Background: an optimization exercise with open tools, aiming at small area. Do not read the settings as production practice.
Only simulation tests tie the RTL to the original design; equivalence was not proved.
The flow treats the clock pin as an ideal source, which a real chip does not have.

==> inputs of 05-15 <==
==> flow/design.v <==
`timescale 1ns / 1ps
module Uart_Rx_Module(clk_input, rst, rx_pin, data_output, rx_complete, baudRate);
	input clk_input;		
	input rst;
	input rx_pin;
	input[31:0] baudRate;
	output reg[7:0] data_output;
	output reg rx_complete;
	reg[1:0] rxCaseIndex;
	reg[9:0] rxData;
	reg[3:0] recvCnt;	
	reg[31:0] rxBaudTimer;
	always@(negedge clk_input) begin
	if(rst) begin
		data_output <= 8'h0;
		rx_complete <= 1;
		rxCaseIndex = 0;
		rxData <= 10'h0;
		recvCnt = 0;
		rxBaudTimer = 0;
	end
	else begin
		case(rxCaseIndex)
			0: begin
				recvCnt = 0;
				rxData <= 9'h0;
				rxBaudTimer = (baudRate / 2); 		 
				rx_complete <= 1;
				if(!rx_pin) begin
					rxCaseIndex = 1;
				end
			end
			1: begin				
				if(rxBaudTimer > baudRate) begin
					rxBaudTimer = 31'h0;
					rxData[recvCnt] <= rx_pin;
					rxCaseIndex = 2;
					recvCnt = recvCnt + 1;
				end
			end
			2:	begin
				if(recvCnt == 10) begin
					rxCaseIndex = 0;
					data_output <= ((rxData >> 1) & 9'h0FF);
					rx_complete <= 0;
				end
				else
					rxCaseIndex = 1;
			end
		endcase	
		rxBaudTimer = rxBaudTimer + 1;
	end
	end
endmodule
`timescale 1ns / 1ps
module Uart_Tx_Module(clk_input, rst, tx_pin, data_input, data_load,
							 tx_complete, baudRate );
	input[7:0] data_input;	
	input data_load;
	input clk_input;	
	input rst;
	output reg tx_pin;
	output reg tx_complete;
	input[31:0] baudRate;
	reg[1:0] caseIndex;
	reg[8:0] txData;
	reg[3:0] sendCnt;
	reg[31:0] baudTimer;
	always@(negedge clk_input) begin
	if(rst) begin
		tx_pin <= 1;
		tx_complete <= 1;
		caseIndex = 0;
		txData <= 9'h0;
		sendCnt <= 0;
		baudTimer = 0;
	end
	else begin
		case (caseIndex)
			0: begin
				tx_pin <= 1;			
				tx_complete <= 1;	
				if(!data_load)
					caseIndex = 1;
			end
			1: begin
				txData <= {data_input, 1'h0};  
				sendCnt <= 0;
				baudTimer = 0;
				caseIndex = 2;
			end
			2: begin
				tx_pin <= txData[sendCnt];
				if(baudTimer > baudRate) begin
					baudTimer = 0;
					sendCnt <= (sendCnt + 1);
					caseIndex = 3;			
				end
			end
			3: begin
				if(sendCnt == 9) begin
					caseIndex = 0;
					tx_complete <= 0;			
				end
				else begin
					caseIndex = 2;
				end
			end
		endcase
	baudTimer = baudTimer + 1;
	end
end
endmodule
`timescale 1ns / 1ps
module uart_main(clkInput, rstInput, rxInput, recvData, recvCompFlag,  
					  txOutput, sendData, sendStart, sendCompFlag);
	input clkInput;
	input rstInput;	 
	input rxInput;	
	output [7:0] recvData;
	output recvCompFlag;
	output txOutput;
	input[7:0] sendData;	
	input sendStart;		
	output sendCompFlag;
	wire ecoWire;
	wire[7:0] dataWire;
	wire txrxwire;
	parameter baudRateWanted = 115200;	 
	parameter xtall_freq = 50*1000000;	 
	parameter baudRateVal = xtall_freq / baudRateWanted;  
	Uart_Rx_Module Uart_Rx(.clk_input(clkInput), .rst(rstInput), .rx_pin(rxInput), .data_output(recvData), 
							  .rx_complete(recvCompFlag), .baudRate(baudRateVal));
	Uart_Tx_Module Uart_Tx(.clk_input(clkInput), .rst(rstInput), .tx_pin(ecoWire), .data_input(sendData), 
							  .tx_complete(sendCompFlag), .data_load(sendStart) , .baudRate(baudRateVal));
	assign txOutput = ecoWire; 	 
endmodule
==> flow/run.sh <==
#!/bin/bash
# synth_recipe.tcl (not shown) runs the flow's synth.tcl, then flattens the netlist and writes it again
# the make line also repeats each setting of config.mk as NAME=value (left out here)
make -C /OpenROAD-flow-scripts/flow DESIGN_CONFIG=/design/flow/config.mk WORK_HOME=/design/flow/orfs CLKGATE_MAP_FILE= SYNTH_SCRIPT=/design/flow/synth_recipe.tcl finish
==> flow/config.mk <==
export PLATFORM = sky130hd
export DESIGN_NAME = uart_main
export DESIGN_NICKNAME = uart_main
export VERILOG_FILES = /design/flow/design.v
export SDC_FILE = /design/flow/constraint.sdc
export NUM_CORES = 4
export LEC_CHECK = 0
export CAP_MARGIN = 20
export CORE_MARGIN = 2
export CORE_UTILIZATION = 40
export SLEW_MARGIN = 20
==> flow/constraint.sdc <==
create_clock -name core_clock -period 20.0 [get_ports {clkInput}]
set_input_delay 4.0000 -clock core_clock [delete_from_list [all_inputs] [get_ports {clkInput}]]
set_output_delay 4.0000 -clock core_clock [all_outputs]
set_load 0.01 [all_outputs]
==> 04-24 (differences from 05-15) <==
==> flow/design.v (replaced) <==
`timescale 1ns / 1ps
module Uart_Rx_Module(clk_input, rst, rx_pin, data_output, rx_complete);
	input clk_input;
	input rst;
	input rx_pin;
	output reg [7:0] data_output;
	output rx_complete;
	function [8:0] tstep(input [8:0] s);
		tstep = {s[7:4], s[8] ^ (~s[6] | s[7]), s[2:0], s[3] ^ s[2]};
	endfunction
	function [8:0] tadv(input [8:0] s, input integer n);
		integer i;
		begin
			tadv = s;
			for (i = 0; i < n; i = i + 1)
				tadv = tstep(tadv);
		end
	endfunction
	localparam [8:0] T_IDLE = 9'h1FF;			 
	localparam [8:0] T_SAMP = tadv(T_IDLE, 217);	 
	reg [3:0] cnt;
	reg [8:0] tmr;
	reg [7:0] shreg;
	wire idle = (cnt >= 4'd11);
	wire samp = (tmr == T_SAMP);
	always @(negedge clk_input) begin
		if (rst) begin
			cnt <= 4'd12;
			data_output <= 8'h0;
		end
		else begin
			if (idle)
				cnt <= rx_pin ? 4'd12 : 4'd0;
			else if (cnt == 4'd10) begin
				cnt <= 4'd11;
				data_output <= shreg;
			end
			else if (samp)
				cnt <= cnt + 4'd1;
		end
		tmr <= idle ? T_IDLE : tstep(tmr);
		if (samp && cnt <= 4'd8)
			shreg <= {rx_pin, shreg[7:1]};
	end
	assign rx_complete = ~(cnt == 4'd11);
endmodule
`timescale 1ns / 1ps
module Uart_Tx_Module(clk_input, rst, tx_pin, data_input, data_load, tx_complete);
	input [7:0] data_input;
	input data_load;
	input clk_input;
	input rst;
	output reg tx_pin;
	output tx_complete;
	function [8:0] tstep(input [8:0] s);
		tstep = {s[7:4], s[8] ^ (~s[6] | s[7]), s[2:0], s[3] ^ s[2]};
	endfunction
	localparam [8:0] T_IDLE = 9'h1FF;	 
	reg [3:0] cnt;
	reg [8:0] tmr;
	reg [7:0] txData;
	wire idle = (cnt[3:1] == 3'd0);
	wire load = (cnt == 4'd5);
	wire step = (tmr == T_IDLE);
	always @(negedge clk_input) begin
		if (rst) begin
			cnt <= 4'd1;
			tx_pin <= 1'b1;
		end
		else begin
			if (idle)
				cnt <= data_load ? 4'd1 : 4'd5;
			else if (cnt == 4'd5 || cnt == 4'd6 || step)
				cnt <= cnt + 4'd1;
			tx_pin <= cnt[3] ? txData[cnt[2:0]] : ~(cnt[2] & cnt[1]);
		end
		tmr <= (idle || load) ? T_IDLE : tstep(tmr);
		if (load)
			txData <= data_input;
	end
	assign tx_complete = ~(cnt == 4'd0);
endmodule
`timescale 1ns / 1ps
module uart_main(clkInput, rstInput, rxInput, recvData, recvCompFlag,
					  txOutput, sendData, sendStart, sendCompFlag);
	input clkInput;
	input rstInput;	 
	input rxInput;
	output [7:0] recvData;
	output recvCompFlag;
	output txOutput;
	input [7:0] sendData;
	input sendStart;
	output sendCompFlag;
	Uart_Rx_Module Uart_Rx(.clk_input(clkInput), .rst(rstInput), .rx_pin(rxInput),
							  .data_output(recvData), .rx_complete(recvCompFlag));
	Uart_Tx_Module Uart_Tx(.clk_input(clkInput), .rst(rstInput), .tx_pin(txOutput),
							  .data_input(sendData), .data_load(sendStart), .tx_complete(sendCompFlag));
endmodule
==> flow/flow/run.sh (new file) <==
#!/bin/bash
# Standard ORFS layout with two changes: the port buffers are the smallest
# buffer, and the clock inverter in front of the falling-edge registers is
# not cloned before clock tree synthesis.
set -euo pipefail
W=$(pwd)
export BUFFER_PORTS_ARGS="-buffer_cell sky130_fd_sc_hd__buf_1"
export PRE_CTS_TCL=$W/flow/pre_cts.tcl
bash standard.sh > $W/standard.log 2>&1
==> flow/flow/pre_cts.tcl (new file) <==
proc repair_clock_inverters { args } {
  puts "repair_clock_inverters skipped"
}
==> flow/standard.sh (new file) <==
#!/bin/bash
# synth_recipe.tcl (not shown) runs the flow's synth.tcl, then flattens the netlist and writes it again
# the make line also repeats each setting of config.mk as NAME=value (left out here)
make -C /OpenROAD-flow-scripts/flow DESIGN_CONFIG=/design/flow/config.mk WORK_HOME=/design/flow/orfs CLKGATE_MAP_FILE= SYNTH_SCRIPT=/design/flow/synth_recipe.tcl "${@:-finish}"
removed: flow/run.sh
==> impl_metrics.toml <==
[layout]
fin_nets = 718
drive_gt1_frac = 0.0703
clockBufferCount = 9
final_util = 0.485

[global_route]
grt_max_degree = 53

[run_status]
outcome = "no timing/DRC/antenna violations"

[setup_path]
critPathLaunchType = "input port"
worstPathMaxFanout = 52
cp.arrival_ns = 5.80

[logic_synthesis]
syn_nets = 608
synth.top_cell.area_share = 0.406

[floorplanning]
die_y_um = 117

[power]
vdd_drop_max_mv = 0.0411

[routing]
drtIter0Drc = 211

[clocking]
cts_made_buffers = 9
(the above is from 05-15)
==> impl_metrics.toml <==
[routing]
firstDrtPassIters = 5
wirelength_mm = 3.34
drtIter0Drc = 81

[power]
swShare = 0.297
vdd_drop_max_mv = 0.0610

[clocking]
cts_tree = "built"

[setup_path]
critPathLaunchType = "flip-flop"

[layout]
fin_nets = 219
final_util = 0.454
multi_input_cells = 110
clockBufferCount = 8

[global_route]
grt_max_degree = 17

[logic_synthesis]
syn_nets = 199

[run_status]
outcome = "no timing/DRC/antenna violations"

[floorplanning]
die_y_um = 76.0
(the above is from 04-24)
